What follows belongs to an exercise in optimizing a design on an open flow for small area, a short achievable clock period and few clock cycles per item; a production flow would make more cautious choices. In this exercise RTL edits were held to simulation tests only and were not proved equivalent to the original.

lane 1:
==> flow/design.v <==
module booth_enc (
    input  logic [3:0] x_i,
    output logic [5:0] xe_o
);
  assign xe_o[0] = x_i[1];
  assign xe_o[1] = x_i[0];
  assign xe_o[2] = x_i[1] & ~x_i[0];
  assign xe_o[3] = x_i[3];
  assign xe_o[4] = x_i[2] ^ x_i[1];
  assign xe_o[5] = (x_i[3] & ~x_i[2] & ~x_i[1]) | (~x_i[3] & x_i[2] & x_i[1]);
endmodule
module mac_cell #(
    parameter int CW = 4,                
    localparam int NC = 16 / CW          
) (
    input  logic              clk_i,
    input  logic              v_i,       
    input  logic              clr_i,     
    input  logic [5:0]        xe_i,      
    input  logic [7:0]        w_i,
    output logic [15:0]       acc_o,     
    output logic [NC-1:0]     cy_o       
);
  wire neg0 = v_i & xe_i[0];
  wire one0 = v_i & xe_i[1];
  wire two0 = v_i & xe_i[2];
  wire neg1 = v_i & xe_i[3];
  wire one1 = v_i & xe_i[4];
  wire two1 = v_i & xe_i[5];
  wire [8:0] ws = {w_i[7], w_i};
  wire [8:0] m0 = ({9{one0}} & ws) | ({9{two0}} & {w_i, 1'b0});
  wire [8:0] m1 = ({9{one1}} & ws) | ({9{two1}} & {w_i, 1'b0});
  wire [9:0] p0 = {m0[8], m0} ^ {10{neg0}};   
  wire [9:0] p1 = {m1[8], m1} ^ {10{neg1}};   
  wire [15:0] xa = {4'b0000, v_i & ~p0[9], p0[9], p0[9], p0[8:0]};
  wire [15:0] ya = {4'b0000, v_i & ~p1[9], p1[8:0], 2'b00};
  logic [15:0]   acc_q;
  logic [NC-1:0] cy_q;
  wire  [15:0]   a  = clr_i ? 16'd0 : acc_q;
  wire  [NC-1:0] ci = clr_i ? '0 : cy_q;
  logic [15:0] s, c;
  always_comb begin
    s = '0;
    c = '0;
    s[0] = a[0]; c[0] = xa[0];
    s[1] = a[1]; c[1] = xa[1];
    c[2] = neg1;
    for (int i = 2; i < 16; i++) begin
      s[i] = a[i] ^ xa[i] ^ ya[i];
      if (i < 15) c[i+1] = (a[i] & xa[i]) | (a[i] & ya[i]) | (xa[i] & ya[i]);
    end
  end
  logic [15:0]   sum;
  logic [NC-1:0] co;
  always_comb begin
    for (int k = 0; k < NC; k++) begin
      logic cc;
      cc = (k == 0) ? neg0 : ci[k];
      for (int i = k * CW; i < (k + 1) * CW; i++) begin
        sum[i] = s[i] ^ c[i] ^ cc;
        cc     = (s[i] & c[i]) | (s[i] & cc) | (c[i] & cc);
      end
      co[k] = cc;
    end
  end
  always_ff @(posedge clk_i) begin
    acc_q <= sum;
    cy_q  <= {co[NC-2:0], 1'b0};
  end
  assign acc_o = acc_q;
  assign cy_o  = cy_q;
endmodule
module mac_resolve #(
    parameter int CW = 4,
    localparam int NC = 16 / CW
) (
    input  logic [15:0]   acc_i,
    input  logic [NC-1:0] cy_i,
    input  logic [3:0]    n_i,    
    output logic [15:0]   y_o
);
  logic [15:0] cv;
  always_comb begin
    cv = '0;
    for (int k = 1; k < NC; k++) cv[k*CW] = cy_i[k];
  end
  assign y_o = acc_i + cv - {n_i, 12'd0};
endmodule
module sa_top (
    input  logic          clk_i,
    input  logic          rst_ni,
    input  logic          s_valid_i,
    input  logic          s_last_i,
    input  logic          m_ready_i,
    output logic          s_ready_o,
    output logic          m_valid_o,
    output logic          m_last_o,
    input  logic [ 15:0]  sx_data_i,
    input  logic [ 63:0]  sk_data_i,
    output logic [ 63:0]  m_data_o
);
  localparam int R  = 4;
  localparam int C  = 8;
  localparam int CW = 2;   
  localparam int NC = 16 / CW;
  logic adv_q;   
  wire  adv_n;
  logic [23:0] x0;   
  logic [63:0] w0;
  logic        v0, l0;
  logic [2:0]  cnt;   
  wire hold = l0 && (cnt != 3'd7);
  wire go0  = v0 && !hold;   
  logic rdy_q;   
  assign s_ready_o = rdy_q;
  logic [23:0] xenc;
  for (genvar r = 0; r < R; r++) begin : g_enc
    booth_enc u_enc (.x_i(sx_data_i[4*r +: 4]), .xe_o(xenc[6*r +: 6]));
  end
  always_ff @(posedge clk_i)
    if (s_ready_o) begin
      x0 <= xenc;
      w0 <= sk_data_i;
      l0 <= s_last_i;
    end
  always_ff @(posedge clk_i)
    if (!rst_ni) v0 <= 1'b0;
    else if (s_ready_o) v0 <= s_valid_i;
  logic [3:0] nbeat, kmod;
  always_ff @(posedge clk_i)
    if (!rst_ni) nbeat <= 4'd0;
    else if (adv_q && go0) nbeat <= l0 ? 4'd0 : nbeat + 4'd1;
  always_ff @(posedge clk_i)
    if (adv_q && go0 && l0) kmod <= nbeat + 4'd1;
  always_ff @(posedge clk_i)
    if (!rst_ni) cnt <= 3'd7;
    else if (adv_q) begin
      if (go0 && l0) cnt <= 3'd0;
      else if (cnt != 3'd7) cnt <= cnt + 3'd1;
    end
  logic [C-1:1] vs, ls;
  logic [23:0] xs [1:C-1];
  logic [7:0]  ws [1:C-1][1:C-1];   
  always_ff @(posedge clk_i)
    if (!rst_ni) vs <= '0;
    else if (adv_q) vs <= {vs[C-2:1], go0};
  always_ff @(posedge clk_i)
    if (adv_q) ls <= {ls[C-2:1], l0};
  for (genvar j = 1; j < C; j++) begin : g_stage
    always_ff @(posedge clk_i)
      if (adv_q) xs[j] <= (j == 1) ? x0 : xs[j-1];
    for (genvar c = j; c < C; c++) begin : g_w
      always_ff @(posedge clk_i)
        if (adv_q) ws[j][c] <= (j == 1) ? w0[8*c +: 8] : ws[j-1][c];
    end
  end
  logic [15:0]   acc [C][R];
  logic [NC-1:0] cy  [C][R];
  logic [C-1:0]  fc;   
  logic [C-1:0] act_q;
  wire       v0_n   = s_ready_o ? s_valid_i : v0;
  wire       l0_n   = s_ready_o ? s_last_i : l0;
  wire [2:0] cnt_n  = !adv_q ? cnt : (go0 && l0) ? 3'd0 : (cnt != 3'd7) ? cnt + 3'd1 : cnt;
  wire       hold_n = l0_n && (cnt_n != 3'd7);
  wire       go0_n  = v0_n && !hold_n;
  wire [C-1:1] vs_n = adv_q ? {vs[C-2:1], go0} : vs[C-1:1];
  wire [C-1:0] act_n = {C{adv_n}} & {vs_n, go0_n};
  logic [C-1:0] clr_q;
  always_ff @(posedge clk_i)
    if (!rst_ni) act_q <= '0;
    else act_q <= act_n;
  for (genvar c = 0; c < C; c++) begin : g_col
    wire        vc = act_q[c];
    wire        lc = (c == 0) ? l0 : ls[c];
    wire [23:0] xc = (c == 0) ? x0 : xs[c];
    wire [7:0]  wc = (c == 0) ? w0[7:0] : ws[c][c];
    always_ff @(posedge clk_i)
      if (!rst_ni) fc[c] <= 1'b1;
      else if (vc) fc[c] <= lc;
    wire fc_n = vc ? lc : fc[c];
    always_ff @(posedge clk_i)
      if (!rst_ni) clr_q[c] <= 1'b0;
      else clr_q[c] <= act_n[c] && fc_n;
    for (genvar r = 0; r < R; r++) begin : g_row
      mac_cell #(.CW(CW)) u_mac (
          .clk_i(clk_i),
          .v_i  (vc),
          .clr_i(clr_q[c]),
          .xe_i (xc[6*r +: 6]),
          .w_i  (wc),
          .acc_o(acc[c][r]),
          .cy_o (cy[c][r])
      );
    end
  end
  logic [C-1:0] sel;
  logic         push;
  wire [C-1:0] sel_n = adv_q ? ({vs[C-1:1], go0} & {ls[C-1:1], l0}) : sel;
  always_ff @(posedge clk_i)
    if (!rst_ni) begin
      sel  <= '0;
      push <= 1'b0;
    end else begin
      sel  <= sel_n;
      push <= adv_n && |sel_n;
    end
  logic [15:0]   macc [R];
  logic [NC-1:0] mcy  [R];
  always_comb begin
    for (int r = 0; r < R; r++) begin
      macc[r] = '0;
      mcy[r]  = '0;
      for (int c = 0; c < C; c++) begin
        macc[r] = macc[r] | ({16{sel[c]}} & acc[c][r]);
        mcy[r]  = mcy[r]  | ({NC{sel[c]}} & cy[c][r]);
      end
    end
  end
  logic          pv, pl;
  logic [3:0]    pnb;
  logic [15:0]   pacc [R];
  logic [NC-1:0] pcy  [R];
  logic [63:0]   pres;
  for (genvar r = 0; r < R; r++) begin : g_res
    mac_resolve #(.CW(CW)) u_res (.acc_i(pacc[r]), .cy_i(pcy[r]), .n_i(pnb), .y_o(pres[16*r +: 16]));
  end
  always_ff @(posedge clk_i)
    if (push)
      for (int r = 0; r < R; r++) begin
        pacc[r] <= macc[r];
        pcy[r]  <= mcy[r];
      end
  always_ff @(posedge clk_i)
    if (push) begin
      pl  <= sel[C-1];
      pnb <= kmod;
    end
  logic        hv, sv, hl, sl;
  logic [63:0] hd, sd;
  wire take  = !hv || m_ready_i;     
  wire pmove = pv && (take || !sv);  
  always_ff @(posedge clk_i)
    if (take) begin
      hd <= sv ? sd : pres;
      hl <= sv ? sl : pl;
    end
  always_ff @(posedge clk_i)
    if (pmove && !(take && !sv)) begin
      sd <= pres;
      sl <= pl;
    end
  wire pv_n = push || (pv && !pmove);
  wire hv_n = take ? (sv || pv) : hv;
  wire sv_n = take ? (sv && pv) : (sv || pv);
  always_ff @(posedge clk_i)
    if (!rst_ni) begin
      pv <= 1'b0;
      hv <= 1'b0;
      sv <= 1'b0;
    end else begin
      pv <= pv_n;
      hv <= hv_n;
      sv <= sv_n;
    end
  assign adv_n = !(pv_n && sv_n);
  always_ff @(posedge clk_i)
    if (!rst_ni) adv_q <= 1'b1;
    else adv_q <= adv_n;
  assign m_valid_o = hv;
  assign m_last_o  = hl;
  assign m_data_o  = hd;
  always_ff @(posedge clk_i)
    if (!rst_ni) rdy_q <= 1'b1;
    else rdy_q <= adv_n && !(v0_n && hold_n);
endmodule
clock: 4.2 ns
lec_check: 0
cap_margin: 20
core_margin: 2
core_utilization: 40
place_density: 0.6
setup_slack_margin: 1.45
slew_margin: 20
run.sh (not shown) runs the stock make flow with config.mk's settings and CLKGATE_MAP_FILE= SYNTH_SCRIPT=/design/flow/synth_recipe.tcl, a recipe that flattens the netlist after the stock synthesis.
Testbench counts of lane 1, summed over its fixed seeds: cycles 5,488, items 384.
Changes in lane 2 relative to lane 1:
-- flow/design.v --
<<< lane 1, line 77
    input  logic [15:0]   acc_i,
    input  logic [NC-1:0] cy_i,
    input  logic [3:0]    n_i,    
    output logic [15:0]   y_o
);
>>> lane 2, line 77
    input  logic [15:0]   acc_i,
    input  logic [NC-1:0] cy_i,
    output logic [15:0]   y_o
);
<<< lane 1, line 85
    for (int k = 1; k < NC; k++) cv[k*CW] = cy_i[k];
  end
  assign y_o = acc_i + cv - {n_i, 12'd0};
endmodule
module sa_top (
>>> lane 2, line 84
    for (int k = 1; k < NC; k++) cv[k*CW] = cy_i[k];
  end
  assign y_o = acc_i + cv;
endmodule
module sa_top (
<<< lane 1, line 119
  end
  always_ff @(posedge clk_i)
    if (s_ready_o) begin
      x0 <= xenc;
      w0 <= sk_data_i;
>>> lane 2, line 118
  end
  always_ff @(posedge clk_i)
    if (s_ready_o || !v0) begin
      x0 <= xenc;
      w0 <= sk_data_i;
<<< lane 1, line 218
  end
  logic          pv, pl;
  logic [3:0]    pnb;
  logic [15:0]   pacc [R];
  logic [NC-1:0] pcy  [R];
  logic [63:0]   pres;
  for (genvar r = 0; r < R; r++) begin : g_res
    mac_resolve #(.CW(CW)) u_res (.acc_i(pacc[r]), .cy_i(pcy[r]), .n_i(pnb), .y_o(pres[16*r +: 16]));
  end
  always_ff @(posedge clk_i)
    if (push)
      for (int r = 0; r < R; r++) begin
        pacc[r] <= macc[r];
        pcy[r]  <= mcy[r];
      end
>>> lane 2, line 217
  end
  logic          pv, pl;
  logic [15:0]   pacc [R];
  logic [NC-1:0] pcy  [R];
  logic [63:0]   pres;
  for (genvar r = 0; r < R; r++) begin : g_res
    mac_resolve #(.CW(CW)) u_res (.acc_i(pacc[r]), .cy_i(pcy[r]), .y_o(pres[16*r +: 16]));
  end
  always_ff @(posedge clk_i)
    if (push)
      for (int r = 0; r < R; r++) begin
        pacc[r] <= {macc[r][15:12] - kmod, macc[r][11:0]};
        pcy[r]  <= mcy[r];
      end
<<< lane 1, line 234
    if (push) begin
      pl  <= sel[C-1];
      pnb <= kmod;
    end
  logic        hv, sv, hl, sl;
>>> lane 2, line 232
    if (push) begin
      pl  <= sel[C-1];
    end
  logic        hv, sv, hl, sl;
Findings:
- Lane 2 completed every stage of the flow, and the final layout passed the timing, design-rule and antenna checks.
- Looking at lane 2 and lane 1, the multiplexer area fraction after synthesis is a wash.
- Number of fill cells for lane 2: 405 down relative to lane 1
- Lane 2 — multi-input gate count about 2.8% lower, lane 1 as reference
- When the final numbers for lane 2 and lane 1 were put side by side, the worst-case clock skew turned out to be greater in lane 2.
- Per the comparison of lane 2 with lane 1, actual transition at the worst max-transition pin rose 0.070 ns, routed length per instance rose 0.56%, combined area of all synthesized cells fell 1300 µm², worst setup slack fell 0.038 ns, sequential cell count about even.
- Lane 1 was larger in final cell area than lane 2.
- Min fmax across lane 2 and lane 1: lane 2
Testbench counts of lane 2, summed over its fixed seeds: cycles 5,488, items 384.

[separate check: timing with driven ports]
The flow's constraints put no driver on any port. The routed layouts listed below were extracted and timed again, unchanged, in two steps.
Step 1 sets driving cells, clkbuf_16 on the clock port and buf_2 on the other inputs (assumed; they add their load-dependent delay and slew).
Step 2 adds t to the input delays and takes it off the output delays; t is the mean of the earliest and latest rising clock arrival at the registers after step 1. Input paths then give back, and output paths get back, about the clock's delay inside the block.
Three values: ideal, step 1, step 2; two values: the first two.
| run | t (ns) | slack for setup (ns) | clock arrival spread, ns |
|---|---|---|---|
| lane 1 | 0.916 | 1.449 / 1.449 / 1.175 | 0.060 / 0.061 |
| lane 2 | 0.916 | 1.411 / 1.411 / 0.874 | 0.074 / 0.074 |
After both steps every run listed still meets setup and hold. The setup slack of lane 2, which loses most, moves by 0.000 ns with the drivers and by -0.537 ns with both steps.
